From an optimization exercise on the open Yosys and OpenROAD flow, aimed at small area, a short achievable clock period and few clock cycles per item; shortcuts taken in it are not production practice.
Only simulation tests tie the RTL to the original design; equivalence was not proved.
Power figures rest on the tool's default switching activity, not on a simulated workload.

File: flow/flow/run.sh
#!/bin/bash
# The standard layout (the standard.sh: ORFS synthesis through finish, unchanged),
# except that the input and output ports are buffered with buf_2 cells, which the
# timing repair can size, rather than the delay buffers buffer_ports picks by default.
set -euo pipefail
export BUFFER_PORTS_ARGS="-buffer_cell sky130_fd_sc_hd__buf_2"
bash standard.sh > standard.log 2>&1
File: flow/standard.sh
#!/bin/bash
# synth_recipe.tcl (not shown) runs the flow's synth.tcl, then flattens the netlist and writes it again
# the make line also repeats each setting of config.mk as NAME=value (left out here)
make -C /OpenROAD-flow-scripts/flow DESIGN_CONFIG=/design/flow/config.mk WORK_HOME=/design/flow/orfs CLKGATE_MAP_FILE= SYNTH_SCRIPT=/design/flow/synth_recipe.tcl "${@:-finish}"
File: flow/config.mk
export PLATFORM = sky130hd
export DESIGN_NAME = converter
export DESIGN_NICKNAME = converter
export VERILOG_FILES = /design/flow/design.v
export SDC_FILE = /design/flow/constraint.sdc
export NUM_CORES = 4
export LEC_CHECK = 0
export CAP_MARGIN = 20
export CORE_MARGIN = 4
export CORE_UTILIZATION = 40
export PLACE_DENSITY = 0.6
export SETUP_SLACK_MARGIN = 3.5
export SLEW_MARGIN = 20
export SYNTH_HIERARCHICAL = 1
File: flow/constraint.sdc
create_clock -name core_clock -period 10.0 [get_ports {clk}]
set_input_delay 2.0000 -clock core_clock [delete_from_list [all_inputs] [get_ports {clk}]]
set_output_delay 2.0000 -clock core_clock [all_outputs]
set_load 0.01 [all_outputs]
File: flow/design.v
module converter (clk, rst, number_in, valid_in, conv_type, select, reverse, number_out, valid_out);
input clk, rst;
input reverse;
input valid_in;
input [31:0] number_in;
input [1:0]  conv_type;
input [2:0]  select;
output [31:0] number_out;
output valid_out;
wire [5:0] set_in = {conv_type, select, reverse};
reg [31:0] factor_in;
always @* begin
  case (set_in)
    6'b00_000_0: factor_in = 32'h41cb3333; 6'b00_000_1: factor_in = 32'h3d214270;
    6'b00_001_0: factor_in = 32'h40228f5c; 6'b00_001_1: factor_in = 32'h3ec9930c;
    6'b00_010_0: factor_in = 32'h3cd013a9; 6'b00_010_1: factor_in = 32'h421d7afb;
    6'b00_011_0: factor_in = 32'h3e9c0ebf; 6'b00_011_1: factor_in = 32'h4051f944;
    6'b00_100_0: factor_in = 32'h399fcd90; 6'b00_100_1: factor_in = 32'h454d0d70;
    6'b00_101_0: factor_in = 32'h3f6a161e; 6'b00_101_1: factor_in = 32'h3f8bfb83;
    6'b00_110_0: factor_in = 32'h3a6fb458; 6'b00_110_1: factor_in = 32'h4488b3a0;
    6'b00_111_0: factor_in = 32'h3fcdfd8b; 6'b00_111_1: factor_in = 32'h3f1f1349;
    6'b01_000_0: factor_in = 32'h46dd7c00; 6'b01_000_1: factor_in = 32'h3813f27b;
    6'b01_001_0: factor_in = 32'h41e2cccd; 6'b01_001_1: factor_in = 32'h3d107acc;
    6'b01_010_0: factor_in = 32'h43e2cccd; 6'b01_010_1: factor_in = 32'h3b107ab7;
    6'b01_011_0: factor_in = 32'h3ee83e42; 6'b01_011_1: factor_in = 32'h400d17ee;
    6'b01_100_0: factor_in = 32'h40cb35a8; 6'b01_100_1: factor_in = 32'h3e214091;
    6'b01_101_0: factor_in = 32'h424b353f; 6'b01_101_1: factor_in = 32'h3ca140c2;
    6'b01_110_0: factor_in = 32'h4462cccd; 6'b01_110_1: factor_in = 32'h3a907ab7;
    6'b01_111_0: factor_in = 32'h3f683e42; 6'b01_111_1: factor_in = 32'h3f8d17ee;
    6'b10_000_0: factor_in = 32'h41831893; 6'b10_000_1: factor_in = 32'h3d79f341;
    6'b10_001_0: factor_in = 32'h3ce7ff58; 6'b10_001_1: factor_in = 32'h420d3e31;
    6'b10_010_0: factor_in = 32'h41ec978d; 6'b10_010_1: factor_in = 32'h3d0a7f80;
    6'b10_011_0: factor_in = 32'h3cf2452c; 6'b10_011_1: factor_in = 32'h42074102;
    6'b10_100_0: factor_in = 32'h43ec999a; 6'b10_100_1: factor_in = 32'h3b0a7eca;
    6'b10_101_0: factor_in = 32'h3ef24745; 6'b10_101_1: factor_in = 32'h40073fd5;
    6'b10_110_0: factor_in = 32'h407243fe; 6'b10_110_1: factor_in = 32'h3e8741a8;
    6'b10_111_0: factor_in = 32'h3b781479; 6'b10_111_1: factor_in = 32'h43841621;
    default: factor_in = set_in[0] ? 32'h3fe66666 : 32'h3f0e38e4;  
  endcase
end
reg [30:0] factor;
reg [1:0]  mode_r;
always @(posedge clk) begin
  factor <= factor_in[30:0];
  mode_r <= {conv_type == 2'b11, reverse};
end
wire temp = mode_r[1];
wire fc2  = temp & ~mode_r[0];   
wire c2f  = temp &  mode_r[0];   
reg  [35:0] t_r;                               
wire [31:0] add_y;
fp_add_post u_post (.st(t_r), .y(add_y));
wire [31:0] a = fc2 ? add_y : number_in;      
wire [47:0] ra, rb;
sigmul u_mul (.x({1'b1, a[22:0]}), .c({1'b1, factor[22:0]}), .ra(ra), .rb(rb));
wire [24:0] lo = {1'b0, ra[23:0]} + {1'b0, rb[23:0]};
reg [23:0] m_ra, m_rb;
reg        m_c, m_s, m_p;
reg [7:0]  m_e;
reg        v1, v2;
always @(posedge clk) begin
  v1   <= valid_in & ~rst;
  v2   <= v1 & ~rst;
  m_ra <= ra[47:24];
  m_rb <= rb[47:24];
  m_c  <= lo[24];
  m_s  <= a[31];
  m_e  <= a[30:23] + factor[30:23] - 8'd127;
  m_p  <= {1'b1, a[22:0]} >= 24'h8e38e4;
end
wire [23:0] P = m_ra + m_rb + {23'd0, m_c};
wire [31:0] mul_y = {m_s, m_e + {7'd0, P[23]}, P[23] ? P[22:0] : {P[21:0], 1'b0}};
wire [31:0] cf_y  = {m_s, m_e + {7'd0, m_p}, m_p ? P[22:0] : {P[21:0], 1'b0}};   
wire [35:0] add_st;
fp_add_pre u_add (.a(c2f ? cf_y : number_in), .sb(~c2f), .st(add_st));
always @(posedge clk) t_r <= add_st;
assign number_out = c2f ? add_y : mul_y;
assign valid_out  = temp ? v2 : v1;
endmodule   
module sigmul(x, c, ra, rb);
input  [23:0] x;
input  [23:0] c;
output [47:0] ra, rb;
wire [26:0] cc = {2'b00, c, 1'b0};
wire [11:0] neg, one, two;
assign neg[0] = cc[2] & ~(cc[1] & cc[0]);
assign one[0] = cc[1] ^ cc[0];
assign two[0] = (cc[2] & ~cc[1] & ~cc[0]) | (~cc[2] & cc[1] & cc[0]);
wire [24:0] xn0 = {1'b0, x} ^ {25{neg[0]}};
wire [24:0] pp0 = ({25{one[0]}} & xn0) | ({25{two[0]}} & {xn0[23:0], neg[0]});
assign neg[1] = cc[4] & ~(cc[3] & cc[2]);
assign one[1] = cc[3] ^ cc[2];
assign two[1] = (cc[4] & ~cc[3] & ~cc[2]) | (~cc[4] & cc[3] & cc[2]);
wire [24:0] xn1 = {1'b0, x} ^ {25{neg[1]}};
wire [24:0] pp1 = ({25{one[1]}} & xn1) | ({25{two[1]}} & {xn1[23:0], neg[1]});
assign neg[2] = cc[6] & ~(cc[5] & cc[4]);
assign one[2] = cc[5] ^ cc[4];
assign two[2] = (cc[6] & ~cc[5] & ~cc[4]) | (~cc[6] & cc[5] & cc[4]);
wire [24:0] xn2 = {1'b0, x} ^ {25{neg[2]}};
wire [24:0] pp2 = ({25{one[2]}} & xn2) | ({25{two[2]}} & {xn2[23:0], neg[2]});
assign neg[3] = cc[8] & ~(cc[7] & cc[6]);
assign one[3] = cc[7] ^ cc[6];
assign two[3] = (cc[8] & ~cc[7] & ~cc[6]) | (~cc[8] & cc[7] & cc[6]);
wire [24:0] xn3 = {1'b0, x} ^ {25{neg[3]}};
wire [24:0] pp3 = ({25{one[3]}} & xn3) | ({25{two[3]}} & {xn3[23:0], neg[3]});
assign neg[4] = cc[10] & ~(cc[9] & cc[8]);
assign one[4] = cc[9] ^ cc[8];
assign two[4] = (cc[10] & ~cc[9] & ~cc[8]) | (~cc[10] & cc[9] & cc[8]);
wire [24:0] xn4 = {1'b0, x} ^ {25{neg[4]}};
wire [24:0] pp4 = ({25{one[4]}} & xn4) | ({25{two[4]}} & {xn4[23:0], neg[4]});
assign neg[5] = cc[12] & ~(cc[11] & cc[10]);
assign one[5] = cc[11] ^ cc[10];
assign two[5] = (cc[12] & ~cc[11] & ~cc[10]) | (~cc[12] & cc[11] & cc[10]);
wire [24:0] xn5 = {1'b0, x} ^ {25{neg[5]}};
wire [24:0] pp5 = ({25{one[5]}} & xn5) | ({25{two[5]}} & {xn5[23:0], neg[5]});
assign neg[6] = cc[14] & ~(cc[13] & cc[12]);
assign one[6] = cc[13] ^ cc[12];
assign two[6] = (cc[14] & ~cc[13] & ~cc[12]) | (~cc[14] & cc[13] & cc[12]);
wire [24:0] xn6 = {1'b0, x} ^ {25{neg[6]}};
wire [24:0] pp6 = ({25{one[6]}} & xn6) | ({25{two[6]}} & {xn6[23:0], neg[6]});
assign neg[7] = cc[16] & ~(cc[15] & cc[14]);
assign one[7] = cc[15] ^ cc[14];
assign two[7] = (cc[16] & ~cc[15] & ~cc[14]) | (~cc[16] & cc[15] & cc[14]);
wire [24:0] xn7 = {1'b0, x} ^ {25{neg[7]}};
wire [24:0] pp7 = ({25{one[7]}} & xn7) | ({25{two[7]}} & {xn7[23:0], neg[7]});
assign neg[8] = cc[18] & ~(cc[17] & cc[16]);
assign one[8] = cc[17] ^ cc[16];
assign two[8] = (cc[18] & ~cc[17] & ~cc[16]) | (~cc[18] & cc[17] & cc[16]);
wire [24:0] xn8 = {1'b0, x} ^ {25{neg[8]}};
wire [24:0] pp8 = ({25{one[8]}} & xn8) | ({25{two[8]}} & {xn8[23:0], neg[8]});
assign neg[9] = cc[20] & ~(cc[19] & cc[18]);
assign one[9] = cc[19] ^ cc[18];
assign two[9] = (cc[20] & ~cc[19] & ~cc[18]) | (~cc[20] & cc[19] & cc[18]);
wire [24:0] xn9 = {1'b0, x} ^ {25{neg[9]}};
wire [24:0] pp9 = ({25{one[9]}} & xn9) | ({25{two[9]}} & {xn9[23:0], neg[9]});
assign neg[10] = cc[22] & ~(cc[21] & cc[20]);
assign one[10] = cc[21] ^ cc[20];
assign two[10] = (cc[22] & ~cc[21] & ~cc[20]) | (~cc[22] & cc[21] & cc[20]);
wire [24:0] xn10 = {1'b0, x} ^ {25{neg[10]}};
wire [24:0] pp10 = ({25{one[10]}} & xn10) | ({25{two[10]}} & {xn10[23:0], neg[10]});
assign neg[11] = cc[24] & ~(cc[23] & cc[22]);
assign one[11] = cc[23] ^ cc[22];
assign two[11] = (cc[24] & ~cc[23] & ~cc[22]) | (~cc[24] & cc[23] & cc[22]);
wire [24:0] xn11 = {1'b0, x} ^ {25{neg[11]}};
wire [24:0] pp11 = ({25{one[11]}} & xn11) | ({25{two[11]}} & {xn11[23:0], neg[11]});
wire [47:0] hneg = {neg[11], 1'b0, neg[10], 1'b0, neg[9], 1'b0, neg[8], 1'b0, neg[7], 1'b0, neg[6], 1'b0, neg[5], 1'b0, neg[4], 1'b0, neg[3], 1'b0, neg[2], 1'b0, neg[1], 1'b0, neg[0], 25'd0};
wire [47:0] kc = -hneg;
wire s1, c2;
ha u_s1 (.a(pp0[16]), .b(pp1[14]), .s(s1), .co(c2));
wire s3, c4;
ha u_s3 (.a(pp0[17]), .b(pp1[15]), .s(s3), .co(c4));
wire s5, c6;
fa u_s5 (.a(pp0[18]), .b(pp1[16]), .c(pp2[14]), .s(s5), .co(c6));
wire s7, c8;
ha u_s7 (.a(pp3[12]), .b(pp4[10]), .s(s7), .co(c8));
wire s9, c10;
fa u_s9 (.a(pp0[19]), .b(pp1[17]), .c(pp2[15]), .s(s9), .co(c10));
wire s11, c12;
ha u_s11 (.a(pp3[13]), .b(pp4[11]), .s(s11), .co(c12));
wire s13, c14;
fa u_s13 (.a(pp0[20]), .b(pp1[18]), .c(pp2[16]), .s(s13), .co(c14));
wire s15, c16;
fa u_s15 (.a(pp3[14]), .b(pp4[12]), .c(pp5[10]), .s(s15), .co(c16));
wire s17, c18;
ha u_s17 (.a(pp6[8]), .b(pp7[6]), .s(s17), .co(c18));
wire s19, c20;
fa u_s19 (.a(pp0[21]), .b(pp1[19]), .c(pp2[17]), .s(s19), .co(c20));
wire s21, c22;
fa u_s21 (.a(pp3[15]), .b(pp4[13]), .c(pp5[11]), .s(s21), .co(c22));
wire s23, c24;
ha u_s23 (.a(pp6[9]), .b(pp7[7]), .s(s23), .co(c24));
wire s25, c26;
fa u_s25 (.a(pp0[22]), .b(pp1[20]), .c(pp2[18]), .s(s25), .co(c26));
wire s27, c28;
fa u_s27 (.a(pp3[16]), .b(pp4[14]), .c(pp5[12]), .s(s27), .co(c28));
wire s29, c30;
fa u_s29 (.a(pp6[10]), .b(pp7[8]), .c(pp8[6]), .s(s29), .co(c30));
wire s31, c32;
ha u_s31 (.a(pp9[4]), .b(pp10[2]), .s(s31), .co(c32));
wire s33, c34;
fa u_s33 (.a(pp0[23]), .b(pp1[21]), .c(pp2[19]), .s(s33), .co(c34));
wire s35, c36;
fa u_s35 (.a(pp3[17]), .b(pp4[15]), .c(pp5[13]), .s(s35), .co(c36));
wire s37, c38;
fa u_s37 (.a(pp6[11]), .b(pp7[9]), .c(pp8[7]), .s(s37), .co(c38));
wire s39, c40;
ha u_s39 (.a(pp9[5]), .b(pp10[3]), .s(s39), .co(c40));
wire s41, c42;
fa u_s41 (.a(pp0[24]), .b(pp1[22]), .c(pp2[20]), .s(s41), .co(c42));
wire s43, c44;
fa u_s43 (.a(pp3[18]), .b(pp4[16]), .c(pp5[14]), .s(s43), .co(c44));
wire s45, c46;
fa u_s45 (.a(pp6[12]), .b(pp7[10]), .c(pp8[8]), .s(s45), .co(c46));
wire s47, c48;
fa u_s47 (.a(pp9[6]), .b(pp10[4]), .c(pp11[2]), .s(s47), .co(c48));
wire s49, c50;
fa u_s49 (.a(pp1[23]), .b(pp2[21]), .c(pp3[19]), .s(s49), .co(c50));
wire s51, c52;
fa u_s51 (.a(pp4[17]), .b(pp5[15]), .c(pp6[13]), .s(s51), .co(c52));
wire s53, c54;
fa u_s53 (.a(pp7[11]), .b(pp8[9]), .c(pp9[7]), .s(s53), .co(c54));
wire s55, c56;
fa u_s55 (.a(pp10[5]), .b(pp11[3]), .c(x[1]), .s(s55), .co(c56));
wire s57, c58;
fa u_s57 (.a(pp1[24]), .b(pp2[22]), .c(pp3[20]), .s(s57), .co(c58));
wire s59, c60;
fa u_s59 (.a(pp4[18]), .b(pp5[16]), .c(pp6[14]), .s(s59), .co(c60));
wire s61, c62;
fa u_s61 (.a(pp7[12]), .b(pp8[10]), .c(pp9[8]), .s(s61), .co(c62));
wire s63, c64;
fa u_s63 (.a(pp10[6]), .b(pp11[4]), .c(x[2]), .s(s63), .co(c64));
wire s65, c66;
fa u_s65 (.a(pp2[23]), .b(pp3[21]), .c(pp4[19]), .s(s65), .co(c66));
wire s67, c68;
fa u_s67 (.a(pp5[17]), .b(pp6[15]), .c(pp7[13]), .s(s67), .co(c68));
wire s69, c70;
fa u_s69 (.a(pp8[11]), .b(pp9[9]), .c(pp10[7]), .s(s69), .co(c70));
wire s71, c72;
ha u_s71 (.a(pp11[5]), .b(x[3]), .s(s71), .co(c72));
wire s73, c74;
fa u_s73 (.a(pp2[24]), .b(pp3[22]), .c(pp4[20]), .s(s73), .co(c74));
wire s75, c76;
fa u_s75 (.a(pp5[18]), .b(pp6[16]), .c(pp7[14]), .s(s75), .co(c76));
wire s77, c78;
fa u_s77 (.a(pp8[12]), .b(pp9[10]), .c(pp10[8]), .s(s77), .co(c78));
wire s79, c80;
ha u_s79 (.a(pp11[6]), .b(x[4]), .s(s79), .co(c80));
wire s81, c82;
fa u_s81 (.a(pp3[23]), .b(pp4[21]), .c(pp5[19]), .s(s81), .co(c82));
wire s83, c84;
fa u_s83 (.a(pp6[17]), .b(pp7[15]), .c(pp8[13]), .s(s83), .co(c84));
wire s85, c86;
fa u_s85 (.a(pp9[11]), .b(pp10[9]), .c(pp11[7]), .s(s85), .co(c86));
wire s87, c88;
fa u_s87 (.a(pp3[24]), .b(pp4[22]), .c(pp5[20]), .s(s87), .co(c88));
wire s89, c90;
fa u_s89 (.a(pp6[18]), .b(pp7[16]), .c(pp8[14]), .s(s89), .co(c90));
wire s91, c92;
ha u_s91 (.a(pp9[12]), .b(pp10[10]), .s(s91), .co(c92));
wire s93, c94;
fa u_s93 (.a(pp4[23]), .b(pp5[21]), .c(pp6[19]), .s(s93), .co(c94));
wire s95, c96;
fa u_s95 (.a(pp7[17]), .b(pp8[15]), .c(pp9[13]), .s(s95), .co(c96));
wire s97, c98;
fa u_s97 (.a(pp4[24]), .b(pp5[22]), .c(pp6[20]), .s(s97), .co(c98));
wire s99, c100;
ha u_s99 (.a(pp7[18]), .b(pp8[16]), .s(s99), .co(c100));
wire s101, c102;
fa u_s101 (.a(pp5[23]), .b(pp6[21]), .c(pp7[19]), .s(s101), .co(c102));
wire s103, c104;
ha u_s103 (.a(pp5[24]), .b(pp6[22]), .s(s103), .co(c104));
wire s105, c106;
ha u_s105 (.a(pp0[10]), .b(pp1[8]), .s(s105), .co(c106));
wire s107, c108;
ha u_s107 (.a(pp0[11]), .b(pp1[9]), .s(s107), .co(c108));
wire s109, c110;
fa u_s109 (.a(pp0[12]), .b(pp1[10]), .c(pp2[8]), .s(s109), .co(c110));
wire s111, c112;
ha u_s111 (.a(pp3[6]), .b(pp4[4]), .s(s111), .co(c112));
wire s113, c114;
fa u_s113 (.a(pp0[13]), .b(pp1[11]), .c(pp2[9]), .s(s113), .co(c114));
wire s115, c116;
ha u_s115 (.a(pp3[7]), .b(pp4[5]), .s(s115), .co(c116));
wire s117, c118;
fa u_s117 (.a(pp0[14]), .b(pp1[12]), .c(pp2[10]), .s(s117), .co(c118));
wire s119, c120;
fa u_s119 (.a(pp3[8]), .b(pp4[6]), .c(pp5[4]), .s(s119), .co(c120));
wire s121, c122;
ha u_s121 (.a(pp6[2]), .b(pp7[0]), .s(s121), .co(c122));
wire s123, c124;
fa u_s123 (.a(pp0[15]), .b(pp1[13]), .c(pp2[11]), .s(s123), .co(c124));
wire s125, c126;
fa u_s125 (.a(pp3[9]), .b(pp4[7]), .c(pp5[5]), .s(s125), .co(c126));
wire s127, c128;
ha u_s127 (.a(pp6[3]), .b(pp7[1]), .s(s127), .co(c128));
wire s129, c130;
fa u_s129 (.a(pp2[12]), .b(pp3[10]), .c(pp4[8]), .s(s129), .co(c130));
wire s131, c132;
fa u_s131 (.a(pp5[6]), .b(pp6[4]), .c(pp7[2]), .s(s131), .co(c132));
wire s133, c134;
fa u_s133 (.a(pp8[0]), .b(neg[8]), .c(s1), .s(s133), .co(c134));
wire s135, c136;
fa u_s135 (.a(pp2[13]), .b(pp3[11]), .c(pp4[9]), .s(s135), .co(c136));
wire s137, c138;
fa u_s137 (.a(pp5[7]), .b(pp6[5]), .c(pp7[3]), .s(s137), .co(c138));
wire s139, c140;
fa u_s139 (.a(pp8[1]), .b(c2), .c(s3), .s(s139), .co(c140));
wire s141, c142;
fa u_s141 (.a(pp5[8]), .b(pp6[6]), .c(pp7[4]), .s(s141), .co(c142));
wire s143, c144;
fa u_s143 (.a(pp8[2]), .b(pp9[0]), .c(neg[9]), .s(s143), .co(c144));
wire s145, c146;
fa u_s145 (.a(c4), .b(s5), .c(s7), .s(s145), .co(c146));
wire s147, c148;
fa u_s147 (.a(pp5[9]), .b(pp6[7]), .c(pp7[5]), .s(s147), .co(c148));
wire s149, c150;
fa u_s149 (.a(pp8[3]), .b(pp9[1]), .c(c6), .s(s149), .co(c150));
wire s151, c152;
fa u_s151 (.a(c8), .b(s9), .c(s11), .s(s151), .co(c152));
wire s153, c154;
fa u_s153 (.a(pp8[4]), .b(pp9[2]), .c(pp10[0]), .s(s153), .co(c154));
wire s155, c156;
fa u_s155 (.a(neg[10]), .b(c10), .c(c12), .s(s155), .co(c156));
wire s157, c158;
fa u_s157 (.a(s13), .b(s15), .c(s17), .s(s157), .co(c158));
wire s159, c160;
fa u_s159 (.a(pp8[5]), .b(pp9[3]), .c(pp10[1]), .s(s159), .co(c160));
wire s161, c162;
fa u_s161 (.a(c14), .b(c16), .c(c18), .s(s161), .co(c162));
wire s163, c164;
fa u_s163 (.a(s19), .b(s21), .c(s23), .s(s163), .co(c164));
wire s165, c166;
fa u_s165 (.a(pp11[0]), .b(neg[11]), .c(c20), .s(s165), .co(c166));
wire s167, c168;
fa u_s167 (.a(c22), .b(c24), .c(s25), .s(s167), .co(c168));
wire s169, c170;
fa u_s169 (.a(s27), .b(s29), .c(s31), .s(s169), .co(c170));
wire s171, c172;
fa u_s171 (.a(pp11[1]), .b(c26), .c(c28), .s(s171), .co(c172));
wire s173, c174;
fa u_s173 (.a(c30), .b(c32), .c(s33), .s(s173), .co(c174));
wire s175, c176;
fa u_s175 (.a(s35), .b(s37), .c(s39), .s(s175), .co(c176));
wire s177, c178;
fa u_s177 (.a(x[0]), .b(c34), .c(c36), .s(s177), .co(c178));
wire s179, c180;
fa u_s179 (.a(c38), .b(c40), .c(s41), .s(s179), .co(c180));
wire s181, c182;
fa u_s181 (.a(s43), .b(s45), .c(s47), .s(s181), .co(c182));
wire s183, c184;
fa u_s183 (.a(kc[25]), .b(c42), .c(c44), .s(s183), .co(c184));
wire s185, c186;
fa u_s185 (.a(c46), .b(c48), .c(s49), .s(s185), .co(c186));
wire s187, c188;
fa u_s187 (.a(s51), .b(s53), .c(s55), .s(s187), .co(c188));
wire s189, c190;
fa u_s189 (.a(kc[26]), .b(c50), .c(c52), .s(s189), .co(c190));
wire s191, c192;
fa u_s191 (.a(c54), .b(c56), .c(s57), .s(s191), .co(c192));
wire s193, c194;
fa u_s193 (.a(s59), .b(s61), .c(s63), .s(s193), .co(c194));
wire s195, c196;
fa u_s195 (.a(kc[27]), .b(c58), .c(c60), .s(s195), .co(c196));
wire s197, c198;
fa u_s197 (.a(c62), .b(c64), .c(s65), .s(s197), .co(c198));
wire s199, c200;
fa u_s199 (.a(s67), .b(s69), .c(s71), .s(s199), .co(c200));
wire s201, c202;
fa u_s201 (.a(kc[28]), .b(c66), .c(c68), .s(s201), .co(c202));
wire s203, c204;
fa u_s203 (.a(c70), .b(c72), .c(s73), .s(s203), .co(c204));
wire s205, c206;
fa u_s205 (.a(s75), .b(s77), .c(s79), .s(s205), .co(c206));
wire s207, c208;
fa u_s207 (.a(x[5]), .b(kc[29]), .c(c74), .s(s207), .co(c208));
wire s209, c210;
fa u_s209 (.a(c76), .b(c78), .c(c80), .s(s209), .co(c210));
wire s211, c212;
fa u_s211 (.a(s81), .b(s83), .c(s85), .s(s211), .co(c212));
wire s213, c214;
fa u_s213 (.a(pp11[8]), .b(x[6]), .c(kc[30]), .s(s213), .co(c214));
wire s215, c216;
fa u_s215 (.a(c82), .b(c84), .c(c86), .s(s215), .co(c216));
wire s217, c218;
fa u_s217 (.a(s87), .b(s89), .c(s91), .s(s217), .co(c218));
wire s219, c220;
fa u_s219 (.a(pp10[11]), .b(pp11[9]), .c(x[7]), .s(s219), .co(c220));
wire s221, c222;
fa u_s221 (.a(kc[31]), .b(c88), .c(c90), .s(s221), .co(c222));
wire s223, c224;
fa u_s223 (.a(c92), .b(s93), .c(s95), .s(s223), .co(c224));
wire s225, c226;
fa u_s225 (.a(pp9[14]), .b(pp10[12]), .c(pp11[10]), .s(s225), .co(c226));
wire s227, c228;
fa u_s227 (.a(x[8]), .b(kc[32]), .c(c94), .s(s227), .co(c228));
wire s229, c230;
fa u_s229 (.a(c96), .b(s97), .c(s99), .s(s229), .co(c230));
wire s231, c232;
fa u_s231 (.a(pp8[17]), .b(pp9[15]), .c(pp10[13]), .s(s231), .co(c232));
wire s233, c234;
fa u_s233 (.a(pp11[11]), .b(x[9]), .c(kc[33]), .s(s233), .co(c234));
wire s235, c236;
fa u_s235 (.a(c98), .b(c100), .c(s101), .s(s235), .co(c236));
wire s237, c238;
fa u_s237 (.a(pp7[20]), .b(pp8[18]), .c(pp9[16]), .s(s237), .co(c238));
wire s239, c240;
fa u_s239 (.a(pp10[14]), .b(pp11[12]), .c(x[10]), .s(s239), .co(c240));
wire s241, c242;
fa u_s241 (.a(kc[34]), .b(c102), .c(s103), .s(s241), .co(c242));
wire s243, c244;
fa u_s243 (.a(pp6[23]), .b(pp7[21]), .c(pp8[19]), .s(s243), .co(c244));
wire s245, c246;
fa u_s245 (.a(pp9[17]), .b(pp10[15]), .c(pp11[13]), .s(s245), .co(c246));
wire s247, c248;
fa u_s247 (.a(x[11]), .b(kc[35]), .c(c104), .s(s247), .co(c248));
wire s249, c250;
fa u_s249 (.a(pp6[24]), .b(pp7[22]), .c(pp8[20]), .s(s249), .co(c250));
wire s251, c252;
fa u_s251 (.a(pp9[18]), .b(pp10[16]), .c(pp11[14]), .s(s251), .co(c252));
wire s253, c254;
ha u_s253 (.a(x[12]), .b(kc[36]), .s(s253), .co(c254));
wire s255, c256;
fa u_s255 (.a(pp7[23]), .b(pp8[21]), .c(pp9[19]), .s(s255), .co(c256));
wire s257, c258;
fa u_s257 (.a(pp10[17]), .b(pp11[15]), .c(x[13]), .s(s257), .co(c258));
wire s259, c260;
fa u_s259 (.a(pp7[24]), .b(pp8[22]), .c(pp9[20]), .s(s259), .co(c260));
wire s261, c262;
ha u_s261 (.a(pp10[18]), .b(pp11[16]), .s(s261), .co(c262));
wire s263, c264;
fa u_s263 (.a(pp8[23]), .b(pp9[21]), .c(pp10[19]), .s(s263), .co(c264));
wire s265, c266;
ha u_s265 (.a(pp8[24]), .b(pp9[22]), .s(s265), .co(c266));
wire s267, c268;
ha u_s267 (.a(pp0[6]), .b(pp1[4]), .s(s267), .co(c268));
wire s269, c270;
ha u_s269 (.a(pp0[7]), .b(pp1[5]), .s(s269), .co(c270));
wire s271, c272;
fa u_s271 (.a(pp0[8]), .b(pp1[6]), .c(pp2[4]), .s(s271), .co(c272));
wire s273, c274;
ha u_s273 (.a(pp3[2]), .b(pp4[0]), .s(s273), .co(c274));
wire s275, c276;
fa u_s275 (.a(pp0[9]), .b(pp1[7]), .c(pp2[5]), .s(s275), .co(c276));
wire s277, c278;
ha u_s277 (.a(pp3[3]), .b(pp4[1]), .s(s277), .co(c278));
wire s279, c280;
fa u_s279 (.a(pp2[6]), .b(pp3[4]), .c(pp4[2]), .s(s279), .co(c280));
wire s281, c282;
fa u_s281 (.a(pp5[0]), .b(neg[5]), .c(s105), .s(s281), .co(c282));
wire s283, c284;
fa u_s283 (.a(pp2[7]), .b(pp3[5]), .c(pp4[3]), .s(s283), .co(c284));
wire s285, c286;
fa u_s285 (.a(pp5[1]), .b(c106), .c(s107), .s(s285), .co(c286));
wire s287, c288;
fa u_s287 (.a(pp5[2]), .b(pp6[0]), .c(neg[6]), .s(s287), .co(c288));
wire s289, c290;
fa u_s289 (.a(c108), .b(s109), .c(s111), .s(s289), .co(c290));
wire s291, c292;
fa u_s291 (.a(pp5[3]), .b(pp6[1]), .c(c110), .s(s291), .co(c292));
wire s293, c294;
fa u_s293 (.a(c112), .b(s113), .c(s115), .s(s293), .co(c294));
wire s295, c296;
fa u_s295 (.a(neg[7]), .b(c114), .c(c116), .s(s295), .co(c296));
wire s297, c298;
fa u_s297 (.a(s117), .b(s119), .c(s121), .s(s297), .co(c298));
wire s299, c300;
fa u_s299 (.a(c118), .b(c120), .c(c122), .s(s299), .co(c300));
wire s301, c302;
fa u_s301 (.a(s123), .b(s125), .c(s127), .s(s301), .co(c302));
wire s303, c304;
fa u_s303 (.a(c124), .b(c126), .c(c128), .s(s303), .co(c304));
wire s305, c306;
fa u_s305 (.a(s129), .b(s131), .c(s133), .s(s305), .co(c306));
wire s307, c308;
fa u_s307 (.a(c130), .b(c132), .c(c134), .s(s307), .co(c308));
wire s309, c310;
fa u_s309 (.a(s135), .b(s137), .c(s139), .s(s309), .co(c310));
wire s311, c312;
fa u_s311 (.a(c136), .b(c138), .c(c140), .s(s311), .co(c312));
wire s313, c314;
fa u_s313 (.a(s141), .b(s143), .c(s145), .s(s313), .co(c314));
wire s315, c316;
fa u_s315 (.a(c142), .b(c144), .c(c146), .s(s315), .co(c316));
wire s317, c318;
fa u_s317 (.a(s147), .b(s149), .c(s151), .s(s317), .co(c318));
wire s319, c320;
fa u_s319 (.a(c148), .b(c150), .c(c152), .s(s319), .co(c320));
wire s321, c322;
fa u_s321 (.a(s153), .b(s155), .c(s157), .s(s321), .co(c322));
wire s323, c324;
fa u_s323 (.a(c154), .b(c156), .c(c158), .s(s323), .co(c324));
wire s325, c326;
fa u_s325 (.a(s159), .b(s161), .c(s163), .s(s325), .co(c326));
wire s327, c328;
fa u_s327 (.a(c160), .b(c162), .c(c164), .s(s327), .co(c328));
wire s329, c330;
fa u_s329 (.a(s165), .b(s167), .c(s169), .s(s329), .co(c330));
wire s331, c332;
fa u_s331 (.a(c166), .b(c168), .c(c170), .s(s331), .co(c332));
wire s333, c334;
fa u_s333 (.a(s171), .b(s173), .c(s175), .s(s333), .co(c334));
wire s335, c336;
fa u_s335 (.a(c172), .b(c174), .c(c176), .s(s335), .co(c336));
wire s337, c338;
fa u_s337 (.a(s177), .b(s179), .c(s181), .s(s337), .co(c338));
wire s339, c340;
fa u_s339 (.a(c178), .b(c180), .c(c182), .s(s339), .co(c340));
wire s341, c342;
fa u_s341 (.a(s183), .b(s185), .c(s187), .s(s341), .co(c342));
wire s343, c344;
fa u_s343 (.a(c184), .b(c186), .c(c188), .s(s343), .co(c344));
wire s345, c346;
fa u_s345 (.a(s189), .b(s191), .c(s193), .s(s345), .co(c346));
wire s347, c348;
fa u_s347 (.a(c190), .b(c192), .c(c194), .s(s347), .co(c348));
wire s349, c350;
fa u_s349 (.a(s195), .b(s197), .c(s199), .s(s349), .co(c350));
wire s351, c352;
fa u_s351 (.a(c196), .b(c198), .c(c200), .s(s351), .co(c352));
wire s353, c354;
fa u_s353 (.a(s201), .b(s203), .c(s205), .s(s353), .co(c354));
wire s355, c356;
fa u_s355 (.a(c202), .b(c204), .c(c206), .s(s355), .co(c356));
wire s357, c358;
fa u_s357 (.a(s207), .b(s209), .c(s211), .s(s357), .co(c358));
wire s359, c360;
fa u_s359 (.a(c208), .b(c210), .c(c212), .s(s359), .co(c360));
wire s361, c362;
fa u_s361 (.a(s213), .b(s215), .c(s217), .s(s361), .co(c362));
wire s363, c364;
fa u_s363 (.a(c214), .b(c216), .c(c218), .s(s363), .co(c364));
wire s365, c366;
fa u_s365 (.a(s219), .b(s221), .c(s223), .s(s365), .co(c366));
wire s367, c368;
fa u_s367 (.a(c220), .b(c222), .c(c224), .s(s367), .co(c368));
wire s369, c370;
fa u_s369 (.a(s225), .b(s227), .c(s229), .s(s369), .co(c370));
wire s371, c372;
fa u_s371 (.a(c226), .b(c228), .c(c230), .s(s371), .co(c372));
wire s373, c374;
fa u_s373 (.a(s231), .b(s233), .c(s235), .s(s373), .co(c374));
wire s375, c376;
fa u_s375 (.a(c232), .b(c234), .c(c236), .s(s375), .co(c376));
wire s377, c378;
fa u_s377 (.a(s237), .b(s239), .c(s241), .s(s377), .co(c378));
wire s379, c380;
fa u_s379 (.a(c238), .b(c240), .c(c242), .s(s379), .co(c380));
wire s381, c382;
fa u_s381 (.a(s243), .b(s245), .c(s247), .s(s381), .co(c382));
wire s383, c384;
fa u_s383 (.a(c244), .b(c246), .c(c248), .s(s383), .co(c384));
wire s385, c386;
fa u_s385 (.a(s249), .b(s251), .c(s253), .s(s385), .co(c386));
wire s387, c388;
fa u_s387 (.a(kc[37]), .b(c250), .c(c252), .s(s387), .co(c388));
wire s389, c390;
fa u_s389 (.a(c254), .b(s255), .c(s257), .s(s389), .co(c390));
wire s391, c392;
fa u_s391 (.a(x[14]), .b(kc[38]), .c(c256), .s(s391), .co(c392));
wire s393, c394;
fa u_s393 (.a(c258), .b(s259), .c(s261), .s(s393), .co(c394));
wire s395, c396;
fa u_s395 (.a(pp11[17]), .b(x[15]), .c(kc[39]), .s(s395), .co(c396));
wire s397, c398;
fa u_s397 (.a(c260), .b(c262), .c(s263), .s(s397), .co(c398));
wire s399, c400;
fa u_s399 (.a(pp10[20]), .b(pp11[18]), .c(x[16]), .s(s399), .co(c400));
wire s401, c402;
fa u_s401 (.a(kc[40]), .b(c264), .c(s265), .s(s401), .co(c402));
wire s403, c404;
fa u_s403 (.a(pp9[23]), .b(pp10[21]), .c(pp11[19]), .s(s403), .co(c404));
wire s405, c406;
fa u_s405 (.a(x[17]), .b(kc[41]), .c(c266), .s(s405), .co(c406));
wire s407, c408;
fa u_s407 (.a(pp9[24]), .b(pp10[22]), .c(pp11[20]), .s(s407), .co(c408));
wire s409, c410;
ha u_s409 (.a(x[18]), .b(kc[42]), .s(s409), .co(c410));
wire s411, c412;
fa u_s411 (.a(pp10[23]), .b(pp11[21]), .c(x[19]), .s(s411), .co(c412));
wire s413, c414;
ha u_s413 (.a(pp10[24]), .b(pp11[22]), .s(s413), .co(c414));
wire s415, c416;
ha u_s415 (.a(pp0[4]), .b(pp1[2]), .s(s415), .co(c416));
wire s417, c418;
ha u_s417 (.a(pp0[5]), .b(pp1[3]), .s(s417), .co(c418));
wire s419, c420;
fa u_s419 (.a(pp2[2]), .b(pp3[0]), .c(neg[3]), .s(s419), .co(c420));
wire s421, c422;
fa u_s421 (.a(pp2[3]), .b(pp3[1]), .c(c268), .s(s421), .co(c422));
wire s423, c424;
fa u_s423 (.a(neg[4]), .b(c270), .c(s271), .s(s423), .co(c424));
wire s425, c426;
fa u_s425 (.a(c272), .b(c274), .c(s275), .s(s425), .co(c426));
wire s427, c428;
fa u_s427 (.a(c276), .b(c278), .c(s279), .s(s427), .co(c428));
wire s429, c430;
fa u_s429 (.a(c280), .b(c282), .c(s283), .s(s429), .co(c430));
wire s431, c432;
fa u_s431 (.a(c284), .b(c286), .c(s287), .s(s431), .co(c432));
wire s433, c434;
fa u_s433 (.a(c288), .b(c290), .c(s291), .s(s433), .co(c434));
wire s435, c436;
fa u_s435 (.a(c292), .b(c294), .c(s295), .s(s435), .co(c436));
wire s437, c438;
fa u_s437 (.a(c296), .b(c298), .c(s299), .s(s437), .co(c438));
wire s439, c440;
fa u_s439 (.a(c300), .b(c302), .c(s303), .s(s439), .co(c440));
wire s441, c442;
fa u_s441 (.a(c304), .b(c306), .c(s307), .s(s441), .co(c442));
wire s443, c444;
fa u_s443 (.a(c308), .b(c310), .c(s311), .s(s443), .co(c444));
wire s445, c446;
fa u_s445 (.a(c312), .b(c314), .c(s315), .s(s445), .co(c446));
wire s447, c448;
fa u_s447 (.a(c316), .b(c318), .c(s319), .s(s447), .co(c448));
wire s449, c450;
fa u_s449 (.a(c320), .b(c322), .c(s323), .s(s449), .co(c450));
wire s451, c452;
fa u_s451 (.a(c324), .b(c326), .c(s327), .s(s451), .co(c452));
wire s453, c454;
fa u_s453 (.a(c328), .b(c330), .c(s331), .s(s453), .co(c454));
wire s455, c456;
fa u_s455 (.a(c332), .b(c334), .c(s335), .s(s455), .co(c456));
wire s457, c458;
fa u_s457 (.a(c336), .b(c338), .c(s339), .s(s457), .co(c458));
wire s459, c460;
fa u_s459 (.a(c340), .b(c342), .c(s343), .s(s459), .co(c460));
wire s461, c462;
fa u_s461 (.a(c344), .b(c346), .c(s347), .s(s461), .co(c462));
wire s463, c464;
fa u_s463 (.a(c348), .b(c350), .c(s351), .s(s463), .co(c464));
wire s465, c466;
fa u_s465 (.a(c352), .b(c354), .c(s355), .s(s465), .co(c466));
wire s467, c468;
fa u_s467 (.a(c356), .b(c358), .c(s359), .s(s467), .co(c468));
wire s469, c470;
fa u_s469 (.a(c360), .b(c362), .c(s363), .s(s469), .co(c470));
wire s471, c472;
fa u_s471 (.a(c364), .b(c366), .c(s367), .s(s471), .co(c472));
wire s473, c474;
fa u_s473 (.a(c368), .b(c370), .c(s371), .s(s473), .co(c474));
wire s475, c476;
fa u_s475 (.a(c372), .b(c374), .c(s375), .s(s475), .co(c476));
wire s477, c478;
fa u_s477 (.a(c376), .b(c378), .c(s379), .s(s477), .co(c478));
wire s479, c480;
fa u_s479 (.a(c380), .b(c382), .c(s383), .s(s479), .co(c480));
wire s481, c482;
fa u_s481 (.a(c384), .b(c386), .c(s387), .s(s481), .co(c482));
wire s483, c484;
fa u_s483 (.a(c388), .b(c390), .c(s391), .s(s483), .co(c484));
wire s485, c486;
fa u_s485 (.a(c392), .b(c394), .c(s395), .s(s485), .co(c486));
wire s487, c488;
fa u_s487 (.a(c396), .b(c398), .c(s399), .s(s487), .co(c488));
wire s489, c490;
fa u_s489 (.a(c400), .b(c402), .c(s403), .s(s489), .co(c490));
wire s491, c492;
fa u_s491 (.a(c404), .b(c406), .c(s407), .s(s491), .co(c492));
wire s493, c494;
fa u_s493 (.a(kc[43]), .b(c408), .c(c410), .s(s493), .co(c494));
wire s495, c496;
fa u_s495 (.a(x[20]), .b(kc[44]), .c(c412), .s(s495), .co(c496));
wire s497, c498;
fa u_s497 (.a(pp11[23]), .b(x[21]), .c(kc[45]), .s(s497), .co(c498));
wire s499, c500;
ha u_s499 (.a(pp11[24]), .b(x[22]), .s(s499), .co(c500));
wire s501, c502;
ha u_s501 (.a(pp0[2]), .b(pp1[0]), .s(s501), .co(c502));
wire s503, c504;
ha u_s503 (.a(pp0[3]), .b(pp1[1]), .s(s503), .co(c504));
wire s505, c506;
fa u_s505 (.a(pp2[0]), .b(neg[2]), .c(s415), .s(s505), .co(c506));
wire s507, c508;
fa u_s507 (.a(pp2[1]), .b(c416), .c(s417), .s(s507), .co(c508));
wire s509, c510;
fa u_s509 (.a(s267), .b(c418), .c(s419), .s(s509), .co(c510));
wire s511, c512;
fa u_s511 (.a(s269), .b(c420), .c(s421), .s(s511), .co(c512));
wire s513, c514;
fa u_s513 (.a(s273), .b(c422), .c(s423), .s(s513), .co(c514));
wire s515, c516;
fa u_s515 (.a(s277), .b(c424), .c(s425), .s(s515), .co(c516));
wire s517, c518;
fa u_s517 (.a(s281), .b(c426), .c(s427), .s(s517), .co(c518));
wire s519, c520;
fa u_s519 (.a(s285), .b(c428), .c(s429), .s(s519), .co(c520));
wire s521, c522;
fa u_s521 (.a(s289), .b(c430), .c(s431), .s(s521), .co(c522));
wire s523, c524;
fa u_s523 (.a(s293), .b(c432), .c(s433), .s(s523), .co(c524));
wire s525, c526;
fa u_s525 (.a(s297), .b(c434), .c(s435), .s(s525), .co(c526));
wire s527, c528;
fa u_s527 (.a(s301), .b(c436), .c(s437), .s(s527), .co(c528));
wire s529, c530;
fa u_s529 (.a(s305), .b(c438), .c(s439), .s(s529), .co(c530));
wire s531, c532;
fa u_s531 (.a(s309), .b(c440), .c(s441), .s(s531), .co(c532));
wire s533, c534;
fa u_s533 (.a(s313), .b(c442), .c(s443), .s(s533), .co(c534));
wire s535, c536;
fa u_s535 (.a(s317), .b(c444), .c(s445), .s(s535), .co(c536));
wire s537, c538;
fa u_s537 (.a(s321), .b(c446), .c(s447), .s(s537), .co(c538));
wire s539, c540;
fa u_s539 (.a(s325), .b(c448), .c(s449), .s(s539), .co(c540));
wire s541, c542;
fa u_s541 (.a(s329), .b(c450), .c(s451), .s(s541), .co(c542));
wire s543, c544;
fa u_s543 (.a(s333), .b(c452), .c(s453), .s(s543), .co(c544));
wire s545, c546;
fa u_s545 (.a(s337), .b(c454), .c(s455), .s(s545), .co(c546));
wire s547, c548;
fa u_s547 (.a(s341), .b(c456), .c(s457), .s(s547), .co(c548));
wire s549, c550;
fa u_s549 (.a(s345), .b(c458), .c(s459), .s(s549), .co(c550));
wire s551, c552;
fa u_s551 (.a(s349), .b(c460), .c(s461), .s(s551), .co(c552));
wire s553, c554;
fa u_s553 (.a(s353), .b(c462), .c(s463), .s(s553), .co(c554));
wire s555, c556;
fa u_s555 (.a(s357), .b(c464), .c(s465), .s(s555), .co(c556));
wire s557, c558;
fa u_s557 (.a(s361), .b(c466), .c(s467), .s(s557), .co(c558));
wire s559, c560;
fa u_s559 (.a(s365), .b(c468), .c(s469), .s(s559), .co(c560));
wire s561, c562;
fa u_s561 (.a(s369), .b(c470), .c(s471), .s(s561), .co(c562));
wire s563, c564;
fa u_s563 (.a(s373), .b(c472), .c(s473), .s(s563), .co(c564));
wire s565, c566;
fa u_s565 (.a(s377), .b(c474), .c(s475), .s(s565), .co(c566));
wire s567, c568;
fa u_s567 (.a(s381), .b(c476), .c(s477), .s(s567), .co(c568));
wire s569, c570;
fa u_s569 (.a(s385), .b(c478), .c(s479), .s(s569), .co(c570));
wire s571, c572;
fa u_s571 (.a(s389), .b(c480), .c(s481), .s(s571), .co(c572));
wire s573, c574;
fa u_s573 (.a(s393), .b(c482), .c(s483), .s(s573), .co(c574));
wire s575, c576;
fa u_s575 (.a(s397), .b(c484), .c(s485), .s(s575), .co(c576));
wire s577, c578;
fa u_s577 (.a(s401), .b(c486), .c(s487), .s(s577), .co(c578));
wire s579, c580;
fa u_s579 (.a(s405), .b(c488), .c(s489), .s(s579), .co(c580));
wire s581, c582;
fa u_s581 (.a(s409), .b(c490), .c(s491), .s(s581), .co(c582));
wire s583, c584;
fa u_s583 (.a(s411), .b(c492), .c(s493), .s(s583), .co(c584));
wire s585, c586;
fa u_s585 (.a(s413), .b(c494), .c(s495), .s(s585), .co(c586));
wire s587, c588;
fa u_s587 (.a(c414), .b(c496), .c(s497), .s(s587), .co(c588));
wire s589, c590;
fa u_s589 (.a(kc[46]), .b(c498), .c(s499), .s(s589), .co(c590));
wire s591, c592;
fa u_s591 (.a(x[23]), .b(kc[47]), .c(c500), .s(s591), .co(c592));
assign ra = {c590, c588, c586, c584, c582, c580, c578, c576, c574, c572, c570, c568, c566, c564, c562, c560, c558, c556, c554, c552, c550, c548, c546, c544, c542, c540, c538, c536, c534, c532, c530, c528, c526, c524, c522, c520, c518, c516, c514, c512, c510, c508, c506, c504, c502, neg[1], pp0[1], pp0[0]};
assign rb = {s591, s589, s587, s585, s583, s581, s579, s577, s575, s573, s571, s569, s567, s565, s563, s561, s559, s557, s555, s553, s551, s549, s547, s545, s543, s541, s539, s537, s535, s533, s531, s529, s527, s525, s523, s521, s519, s517, s515, s513, s511, s509, s507, s505, s503, s501, 1'b0, neg[0]};
endmodule
module fa(a, b, c, s, co);
input a, b, c;
output s, co;
assign s = a ^ b ^ c;
assign co = (a & b) | (a & c) | (b & c);
endmodule
module ha(a, b, s, co);
input a, b;
output s, co;
assign s = a ^ b;
assign co = a & b;
endmodule
module fp_add_pre(a, sb, st);
input  [31:0] a;
input         sb;
output [35:0] st;
wire        sa  = a[31];
wire [7:0]  fe  = a[30:23];
wire [22:0] fr  = a[22:0];
wire [23:0] ma  = {1'b1, fr};
wire        sub = sa ^ sb;
wire        big   = fe >= 8'd132;
wire        eq    = fe == 8'd132;
wire        one_below = fe == 8'd131;
wire        killb = fe >= 8'd156;             
wire        killa = fe <= 8'd108;             
wire [7:0]  ds    = 8'd132 - fe;
reg  [23:0] mb, ms;
integer i;
always @* begin
  for (i = 0; i < 24; i = i + 1) begin
    mb[i] = (fe >= 8'd155 - i) & ~killb;
    ms[i] = (fe >= 8'd132 - i);
  end
end
reg  [23:0] cb, wo;
integer s;
always @* begin
  cb = {(ma[22:0] ^ {23{sub}}) | ~mb[22:0], 1'b1};
  wo = {ma[22:0] & ms[22:0], 1'b0};
  for (s = 1; s < 24; s = s * 2) begin
    cb = cb & (cb << s | ((24'd1 << s) - 24'd1));
    wo = wo | (wo << s);
  end
end
wire [23:0] tb   = ma ^ (mb & cb);
wire        ovn  = cb[23] & ~killb;          
wire [1:0]  c_big = ovn ? (sub ? 2'd1 : 2'd2) : 2'd0;
wire [7:0]  f_big = ovn ? (sub ? fe - 8'd1 : fe + 8'd1) : fe;
wire [23:0] zn = ma ^ wo;                    
wire [23:0] z  = sub ? zn : ma;
wire [24:0] zs = $signed({sub, z}) >>> ds[4:0];
wire [23:0] ts = killa ? 24'd0 : zs[23:0];
wire [1:0]  c_small = sub ? 2'd1 : 2'd0;
wire [7:0]  f_small = (sub & ~killa) ? 8'd131 : 8'd132;
wire [21:0] negv = zn[22:1];
wire        vz   = ~|fr[22:1];
wire [22:0] N    = eq ? fr : {vz, negv};
wire [31:0] Np   = {N, 1'b1, 8'd0};
reg  [15:0] v1, c1;
reg  [7:0]  v2; reg [15:0] c2;
reg  [3:0]  v3; reg [11:0] c3;
reg  [1:0]  v4; reg [7:0]  c4;
reg  [4:0]  lz;
integer g;
always @* begin
  for (g = 0; g < 16; g = g + 1) begin
    v1[g] = Np[2*g+1] | Np[2*g];
    c1[g] = ~Np[2*g+1];
  end
  for (g = 0; g < 8; g = g + 1) begin
    v2[g] = v1[2*g+1] | v1[2*g];
    c2[2*g+:2] = v1[2*g+1] ? {1'b0, c1[2*g+1]} : {1'b1, c1[2*g]};
  end
  for (g = 0; g < 4; g = g + 1) begin
    v3[g] = v2[2*g+1] | v2[2*g];
    c3[3*g+:3] = v2[2*g+1] ? {1'b0, c2[2*(2*g+1)+:2]} : {1'b1, c2[2*(2*g)+:2]};
  end
  for (g = 0; g < 2; g = g + 1) begin
    v4[g] = v3[2*g+1] | v3[2*g];
    c4[4*g+:4] = v3[2*g+1] ? {1'b0, c3[3*(2*g+1)+:3]} : {1'b1, c3[3*(2*g)+:3]};
  end
  lz = v4[1] ? {1'b0, c4[7:4]} : {1'b1, c4[3:0]};
end
wire        near = sub & (eq | one_below);
wire        sgn  = (sub & ~big) ? sb : sa;
assign st = near ? {sgn, 1'b1, 1'b0, N, 2'd0, 3'd0, lz}
          : big  ? {sgn, 1'b0, tb, c_big, f_big}
          :        {sgn, 1'b0, ts, c_small, f_small};
endmodule
module fp_add_post(st, y);
input  [35:0] st;
output [31:0] y;
wire        sgn  = st[35];
wire        near = st[34];
wire [23:0] v    = st[33:10];
wire [1:0]  code = st[9:8];
wire [7:0]  f    = st[7:0];
wire [4:0]  lz   = f[4:0];
wire [22:0] N    = v[22:0];
wire [22:0] n4 = lz[4] ? {N[6:0], 16'd0} : N;
wire [22:0] n3 = lz[3] ? {n4[14:0], 8'd0} : n4;
wire [22:0] n2 = lz[2] ? {n3[18:0], 4'd0} : n3;
wire [22:0] n1s = lz[1] ? {n2[20:0], 2'd0} : n2;
wire [22:0] n0 = lz[0] ? {n1s[21:0], 1'b0} : n1s;
wire        nzero  = lz == 5'd23;
wire [22:0] m_near = {n0[21:0], 1'b0};
wire [7:0]  f_near = nzero ? 8'd1 : 8'd131 - {3'd0, lz};
wire [22:0] m_far = code[0] ? {v[21:0], 1'b0} : code[1] ? v[23:1] : v[22:0];
assign y = near ? {sgn, f_near, m_near} : {sgn, f, m_far};
endmodule
==> reports/metrics.yaml, run 1 <==
yosysTopAreaCell: "fa_1"
endpoint_kind: "output port"
clock_power_share_pct: 5.3
hold_viol_final: 0
synth_xor_area_share_pct: 12.35
p_int_mw: 5.643
yosysUniqueCellTypes: 114
grt-ovfl-total: 0
post_synth_fa_ha_maj_area_fraction_pct: 23.60
power_frac_comb_pct: 86.6
drc: 0
max_freq_ghz: 0.1567
setup_tns_ns: 0
synth_top_area_share_pct: 18.46
grtUsageTotal_pct: 27.59
post-route-period-util_pct: 63.83
ys_async_sr_fraction_pct: 0
crit_type: "register to output port"
drive_gt1_share_pct: 11.09
htreeDepth: 4
dieArea_sq_mm: 0.07675
drtPass1Iterations: 6
finalClockSkew_ns: 0.01349
core_area_sq_mm: 0.07161
cp-start-kind: "register"
swShare_pct: 53.71
setup_viol: 0
ys_top_cells_by_area: "fa_1 18%, xnor2_1 11%, dfxtp_1 8.9%, o22ai_1 6.2%, nand2_1 5.2%"
worstPathArrival_ns: 4.38
power_mw: 12.19
vias: 28130
worst_slack_ns: 3.617
ant_nets: 0
synth_most_common_cell: "nand2_1"
clk_path_buf_depth: 2
wirelength_um: 110000
die_w_um: 277.0
synth_compound_area_share_pct: 24.36
synth_top_family_by_area: "compound AO/OA/AOI/OAI gates"
min_path_type: "register to register"
netSwitchingPower_mw: 6.547
cts_hold_buf: 0
netlist_instances: 3667
cts_made_buffers: 17
rsz0062_at_grt: "yes"
die_h_um: 277.0
routedWlPerCell_um: 24.89
numPortBuffers: 73
nFillCells: 7357
gp_congestion: 1.028
grt_pass1_wl_um: 166300
pwr-share-seq_pct: 8.1
cts-root-buf: "clkbuf_16"
cp.required_ns: 8.00
grt_max_degree: 71
synth_seq_cells: 128
synth_edf_count: 0
worstPathMaxFanout: 26
ir_drop_v: 0.0004564
cts.sinks: 128
nets: 3886
grt_pass1_vias: 26500
worstMarginPinSlew_ns: 1.095
area_growth_pct: 3.807
final_max_slew_viol_count: 0
cts_tree: "done"
cts.clk_slew.worst_paths_ns: 0.07
relSlewSlack_pct: 26.83
muxShareOfSynthArea_pct: 5.972
yosysWarnings: 8
maxCapViolCount: 0
synthSimpleGateAreaFrac_pct: 15.83
syn_area_sq_mm: 0.02895
synth_common_cells: "398 x nand2_1, 372 x xnor2_1, 287 x o22ai_1"
routed_via_density: 6.363
grt_antenna_before_repair: 4
cp_cell_sequence: "fa_1 -> a21oi_2 -> o211ai_1 -> and4_4 -> o31a_1 -> or2_1 -> a211o_1 -> clkbuf_8 -> ha_2 -> ha_1 -> nand3_1 -> xor2_1 -> o21ai_1 -> buf_2"
synth_flop_cell: "dfxtp_1"
crit_path_max_incr_delay_ns: 0.45
dp_hpwl_um: 84350
finalCriticalPeriod_ns: 6.383
start_util_pct: 40.43
ios: 74
antennaDiodeCount: 0
ys_seq_area_share_pct: 8.850
dp_slack_ns: 3.166
leakage_nw: 11.39
clock_latency_ns: 0.47
slowest_stage: "fa_1"
placementRows: 98
power.density_mw_per_mm2: 405.6
drtIter0Drc: 3635
syn_area_per_cell_sq_um: 7.896
status: "timing/DRC/antenna clean"
cells in the final DEF, fill, tap and decap left out, types with 10 or more instances in the layout:
master and n:
nand2_1 395, xnor2_1 371, o22ai_1 286, fa_1 267, nor2_1 240, o21ai_0 188, a21oi_1 173, buf_4 124
dfxtp_1 123, ha_1 118, mux2i_1 112, nand3_1 92, buf_2 73, inv_1 70, nor3_1 60, o211ai_1 40
o21ai_1 36, nand2b_1 35, a31oi_1 35, nand4_1 30, mux2_2 28, xor2_1 28, o221ai_1 24, a211oi_1 22
or3_1 22, o21a_1 20, a221oi_1 20, o31ai_1 20, nor2b_1 18, clkbuf_16 17, a21o_1 16, a22oi_1 16
and3_1 15, a21oi_2 14, mux4_2 13, and2_1 12, o2111ai_1 12, o21bai_1 11, or2_2 10, nor4_1 10
layer usage:
layer / wire (um) / GRT usage (%) / up-vias
li1: - / - / 12650
met1: 47450 / 38.95 / 13500
met2: 44510 / 39.06 / 1734
met3: 13510 / 8.987 / 247
met4: 4545 / 10.44 / 2
met5: 10 / 0 / -
what timing repair did:
action | in CTS | in global routing
resized for setup | 9 | 28
gates cloned | 0 | 0
pin swaps | 0 | 5
buffers inserted | 0 | 9
setup endpoints to repair | 15 | 35
worst paths after layout:
path	startpoint	slack [ns]	depth (start not counted)	end
hold reg to reg	t_r[35]	0.45	2	m_s
setup / recovery	m_c	3.62	14	number_out[27]
hold / removal	t_r[35]	0.45	2	m_s
setup reg to reg	m_c	3.66	23	t_r[27]
final cells by class:
cell class	count	area, sq um	area share, %
clock inverters	11	137.6	0.4579
inverters	88	339.1	1.128
flip-flops and latches	128	2571	8.555
multi-input cells	3025	24030	79.96
repair buffers	199	1321	4.396
well taps	950	1189	3.955
clock buffers	20	466.7	1.553
critical path, delay by kind of cell (launching register included):
| kind | cells | cell delay [ns] |
|---|---|---|
| AND/OR/NAND/NOR | 3 | 0.67 |
| adder cells (fa/ha/maj) | 3 | 0.94 |
| buffers and inverters | 2 | 0.46 |
| XOR/XNOR | 1 | 0.07 |
| flip-flops | 1 | 0.38 |
| AO/OA/AOI/OAI | 5 | 1.37 |
Yosys stat by module (local to each module, per instance):
module,flip-flops and latches,copies in the design,cells
converter,128,1,1099
fa,0,263,1
fp_add_post,0,1,265
fp_add_pre,0,1,989
ha,0,33,1
sigmul,0,1,1018
metrics by stage:
| stage | cell area [sq um] | instances | hold WS (ns) | util, % |
|---|---|---|---|---|
| after detailed placement | 29270 | 4381 | 0.4438 | 40.87 |
| after global placement | 29270 | 4381 | 0.4340 | 40.87 |
| final | 30060 | 4421 | 0.4472 | 41.97 |
| after floorplan | 28980 | 3673 | 0.4339 | - |
| after global routing | 30060 | 4421 | 0.4716 | 41.97 |
| after CTS | 29890 | 4412 | 0.4508 | 41.75 |
power by group through the flow:
stage,sequential [mW],clock (mW),combinational (mW)
after floorplan,0.908,0,9.60
after global placement,0.984,0,10.2
after detailed placement,0.985,0,10.3
after CTS,0.975,0.661,10.4
after global routing,0.999,0.684,11.8
final,0.982,0.646,10.6
state kept, by name, indices dropped and copies added (netlist names), 2 cells and up:
register and flops:
mode_r 2, t_r 36, m_rb 24, m_e 8, factor 29, m_ra 24
logic make-up (layout without fill, tap and decap cells):
family | after synthesis | count (layout)
other | 2 | 8
buffers and inverters | 520 | 318
adders and majority gates | 386 | 386
muxes | 153 | 153
DFF | 128 | 128
xor gates and xnor gates | 405 | 405
and+or+nand+nor | 997 | 997
AOI/OAI and AO/OA | 1076 | 1076
Testbench counts, summed over its fixed seeds: cycles 3,804, items 2,503.
==> inputs of run 2 (changes only) <==
--- a/flow/design.v
+++ b/flow/design.v
@@ -41,10 +41,9 @@
 reg [30:0] factor;
-reg [1:0]  mode_r;
+reg        temp, fc2, c2f;
 always @(posedge clk) begin
   factor <= factor_in[30:0];
-  mode_r <= {conv_type == 2'b11, reverse};
+  temp   <= conv_type == 2'b11;
+  fc2    <= (conv_type == 2'b11) & ~reverse;   
+  c2f    <= (conv_type == 2'b11) &  reverse;   
 end
-wire temp = mode_r[1];
-wire fc2  = temp & ~mode_r[0];   
-wire c2f  = temp &  mode_r[0];   
 reg  [35:0] t_r;                               
@@ -58,3 +57,4 @@
 reg        m_c, m_s, m_p;
-reg [7:0]  m_e;
+reg [7:0]  m_e, m_ecf;
+wire       p47_cf = {1'b1, a[22:0]} >= 24'h8e38e4;
 reg        v1, v2;
@@ -68,3 +68,4 @@
   m_e  <= a[30:23] + factor[30:23] - 8'd127;
-  m_p  <= {1'b1, a[22:0]} >= 24'h8e38e4;
+  m_p  <= p47_cf;
+  m_ecf <= a[30:23] + factor[30:23] - 8'd127 + {7'd0, p47_cf};
 end
@@ -72,3 +73,3 @@
 wire [31:0] mul_y = {m_s, m_e + {7'd0, P[23]}, P[23] ? P[22:0] : {P[21:0], 1'b0}};
-wire [31:0] cf_y  = {m_s, m_e + {7'd0, m_p}, m_p ? P[22:0] : {P[21:0], 1'b0}};   
+wire [31:0] cf_y  = {m_s, m_ecf, m_p ? P[22:0] : {P[21:0], 1'b0}};   
 wire [35:0] add_st;
@@ -763,8 +764,59 @@
 wire        sub = sa ^ sb;
-wire        big   = fe >= 8'd132;
+function ge8;                                
+input [7:0] v;
+input [7:0] k;
+integer j;
+reg eqp, r;
+begin
+  eqp = 1'b1;
+  r   = 1'b0;
+  for (j = 7; j >= 0; j = j - 1) begin
+    r   = r | (eqp & v[j] & ~k[j]);
+    eqp = eqp & ~(v[j] ^ k[j]);
+  end
+  ge8 = r | eqp;
+end
+endfunction
+wire        big   = ge8(fe, 8'd132);
 wire        eq    = fe == 8'd132;
 wire        one_below = fe == 8'd131;
-wire        killb = fe >= 8'd156;             
-wire        killa = fe <= 8'd108;             
-wire [7:0]  ds    = 8'd132 - fe;
+wire        killb = ge8(fe, 8'd156);         
+wire        killa = ~ge8(fe, 8'd109);        
+reg  [4:0]  ds;                              
+always @* begin
+  case (fe[4:0])
+    5'd0: ds = 5'd4;
+    5'd1: ds = 5'd3;
+    5'd2: ds = 5'd2;
+    5'd3: ds = 5'd1;
+    5'd4: ds = 5'd0;
+    5'd5: ds = 5'd31;
+    5'd6: ds = 5'd30;
+    5'd7: ds = 5'd29;
+    5'd8: ds = 5'd28;
+    5'd9: ds = 5'd27;
+    5'd10: ds = 5'd26;
+    5'd11: ds = 5'd25;
+    5'd12: ds = 5'd24;
+    5'd13: ds = 5'd23;
+    5'd14: ds = 5'd22;
+    5'd15: ds = 5'd21;
+    5'd16: ds = 5'd20;
+    5'd17: ds = 5'd19;
+    5'd18: ds = 5'd18;
+    5'd19: ds = 5'd17;
+    5'd20: ds = 5'd16;
+    5'd21: ds = 5'd15;
+    5'd22: ds = 5'd14;
+    5'd23: ds = 5'd13;
+    5'd24: ds = 5'd12;
+    5'd25: ds = 5'd11;
+    5'd26: ds = 5'd10;
+    5'd27: ds = 5'd9;
+    5'd28: ds = 5'd8;
+    5'd29: ds = 5'd7;
+    5'd30: ds = 5'd6;
+    5'd31: ds = 5'd5;
+  endcase
+end
 reg  [23:0] mb, ms;
@@ -773,4 +825,4 @@
   for (i = 0; i < 24; i = i + 1) begin
-    mb[i] = (fe >= 8'd155 - i) & ~killb;
-    ms[i] = (fe >= 8'd132 - i);
+    mb[i] = ge8(fe, 8'd155 - i[7:0]) & ~killb;
+    ms[i] = ge8(fe, 8'd132 - i[7:0]);
   end
@@ -793,3 +845,3 @@
 wire [23:0] z  = sub ? zn : ma;
-wire [24:0] zs = $signed({sub, z}) >>> ds[4:0];
+wire [24:0] zs = $signed({sub, z}) >>> ds;
 wire [23:0] ts = killa ? 24'd0 : zs[23:0];
==> flow/run.sh (new file) <==
#!/bin/bash
# synth_recipe.tcl (not shown) runs the flow's synth.tcl, then flattens the netlist and writes it again
# the make line also repeats each setting of config.mk as NAME=value (left out here)
make -C /OpenROAD-flow-scripts/flow DESIGN_CONFIG=/design/flow/config.mk WORK_HOME=/design/flow/orfs CLKGATE_MAP_FILE= SYNTH_SCRIPT=/design/flow/synth_recipe.tcl finish
--- a/flow/config.mk
+++ b/flow/config.mk
@@ -11,3 +11,3 @@
 export PLACE_DENSITY = 0.6
-export SETUP_SLACK_MARGIN = 3.5
+export SETUP_SLACK_MARGIN = 4.0
 export SLEW_MARGIN = 20
removed: flow/flow/run.sh
removed: flow/standard.sh
==> run 2 against run 1 <==
Area after synthesis grew 0.20%. Still clean. Register-to-register slack gained 0.46 ns. Design area grew 9.7%. Total power up 9.9%. Clock skew increased by 0.011 ns. Sequential power up 4%. Wire length grew 5.5%. Hold slack improved by 0.015 ns. Critical endpoint is now m_c.
==> reports/metrics.yaml, run 2 <==
cts_made_buffers: 17
ant_nets: 0
top_regs: "t_r (36), factor (29)"
nets: 3923
maxCapViolCount: 0
grt_max_degree: 82
cts_hold_buf: 0
post-route-period-util_pct: 59.53
mostFrequentLayoutCells: "299 x xnor2_1, 267 x o22ai_1, 263 x nand2_1"
core_area_sq_mm: 0.07173
ys_async_sr_fraction_pct: 0
ys_seq_area_share_pct: 9.454
min_path_type: "register to register"
final_max_slew_viol_count: 0
synth_most_common_cell: "xnor2_1"
dieArea_sq_mm: 0.07690
hold_viol_final: 0
leakage_nw: 12.53
setup_viol: 0
endpoint_kind: "register"
relSlewSlack_pct: 26.86
drtIter0Drc: 4199
gp_congestion: 0.9928
ys_top_cells_by_area: "fa_1 18%, xnor2_1 11%, dfxtp_1 9.5%, o22ai_1 6.3%, ha_1 5.0%"
grt_antenna_before_repair: 4
crit_type: "input port to register"
clk_path_buf_depth: 2
netlist_instances: 3604
setup_tns_ns: 0
ir_drop_v: 0.0004788
synth_common_cells: "357 x xnor2_1, 291 x o22ai_1, 267 x fa_1"
finalCriticalPeriod_ns: 5.953
area_growth_pct: 13.64
yosysUniqueCellTypes: 115
die_w_um: 277.3
dp_hpwl_um: 82590
hold_ws_ns: 0.4622
worstMarginPinSlew_ns: 1.089
grt_pass1_wl_um: 171600
place_inst: 4277
numPortBuffers: 73
routedWlPerCell_um: 26.01
status: "timing/DRC/antenna clean"
rr_worst_depth: 20
cp.required_ns: 10.41
synth_top_area_share_pct: 18.42
final_common_cell: "xnor2_1"
rsz0062_at_grt: "yes"
finalClockSkew_ns: 0.02407
-- run 2: cell types whose count changed in the layout (fill, tap and decap cells not counted), moves of 27 or more --
cell | before | now
nand2_1 | 395 | 263
buf_4 | 124 | 198
xnor2_1 | 371 | 299
buf_2 | 73 | 3
mux2i_1 | 112 | 71
a31oi_1 | 35 | 70
fa_1 | 267 | 233
fa_2 | 0 | 34
xnor2_2 | 4 | 35
a21o_1 | 16 | 46
clkdlybuf4s50_1 | 0 | 28
nand3_1 | 92 | 119
-- run 2: layout make-up --
cell class              instances  area [sq um]  share of cell area, %
repair inverters                1         5.005                0.01518
clock buffers                  19         442.9                  1.344
well taps                     950          1189                  3.605
repair buffers                301          2715                  8.236
flip-flops and latches        137          2761                  8.376
inverters                      79         307.8                 0.9336
multi-input cells            2961         25390                  77.00
clock inverters                13         157.7                 0.4782
diodes                          1         2.502               0.007590
-- run 2: worst paths after layout --
path | from | to
hold reg to reg | v1 | v2
hold / removal | v1 | v2
setup reg to reg | t_r[3] | m_c
setup / recovery | number_in[2] | m_c
-- run 2: power by group --
group	total, mW	switching [mW]	internal, mW
Combinational	11.7	6.57	5.15
Clock	0.661	0.281	0.380
Sequential	1.02	0.155	0.864
Total	13.4	7.00	6.39
-- run 2: kinds of logic (layout without fill, tap and decap cells) --
logic type / Yosys count / count (layout) / share of synthesized area (%)
flops: 137 / 137 / 9.454
buf+inv: 516 / 413 / 8.927
compound gates: 1146 / 1148 / 25.82
mux: 157 / 158 / 6.180
simple gates: 874 / 876 / 14.41
fa+ha+maj: 384 / 384 / 23.47
xor+xnor: 388 / 388 / 11.71
other cells: 2 / 8 / 0.02589
-- run 2: critical path, cell delays in order --
cell and delay (ns):
clkdlybuf4s50_1 0.44, mux2_4 0.42, xnor2_2 0.30, o22ai_1 0.13, ha_1 0.24, fa_1 0.50, fa_1 0.53, fa_1 0.55
ha_4 0.30, nand4_1 0.09, nor2_2 0.19, o21ai_2 0.08, a21oi_2 0.23, o2111ai_2 0.16, a31oi_1 0.17
-- run 2: per-module statistics from Yosys (local to each module, per instance) --
| module | copies in the design | flops+latches |
|---|---|---|
| converter | 1 | 137 |
| fa | 263 | 0 |
| fp_add_post | 1 | 0 |
| fp_add_pre | 1 | 0 |
| ha | 33 | 0 |
| sigmul | 1 | 0 |
-- run 2: what timing repair did --
item,4_1_cts,5_1_grt
cloned,4,3
setup buffers,64,81
pin swaps,23,74
endpoints found under the setup margin,58,52
resized for setup,100,246
-- run 2: layer usage --
metal  GRT usage, %  routed length [um]  share of wire (%)  vias to the layer above
met5              0                  13              0.011                        -
met1          39.46               47790                 41                    14230
met4          9.993                4485                3.9                        2
met2          42.32               49630                 43                     1965
met3          7.911               14130                 12                      293
li1               -                   -                  -                    12850
-- run 2: metrics by stage --
stage / cell area, sq um / setup WS, ns
global route: 32970 / 3.954
CTS: 30920 / 3.819
finish: 32970 / 4.047
global placement: 29410 / 2.998
floorplan: 29130 / 4.000
detailed placement: 29410 / 2.989
Testbench counts of run 2, summed over its fixed seeds: cycles 3,804, items 2,503.

Re-timed with assumed drivers on the ports (clkbuf_16 on the clock, buf_2 on other inputs), run 2 has 4.032 ns of setup slack against 4.047 ns with ideal ports, and 3.541 ns once port delays also move by the mid clock arrival of 0.527 ns.
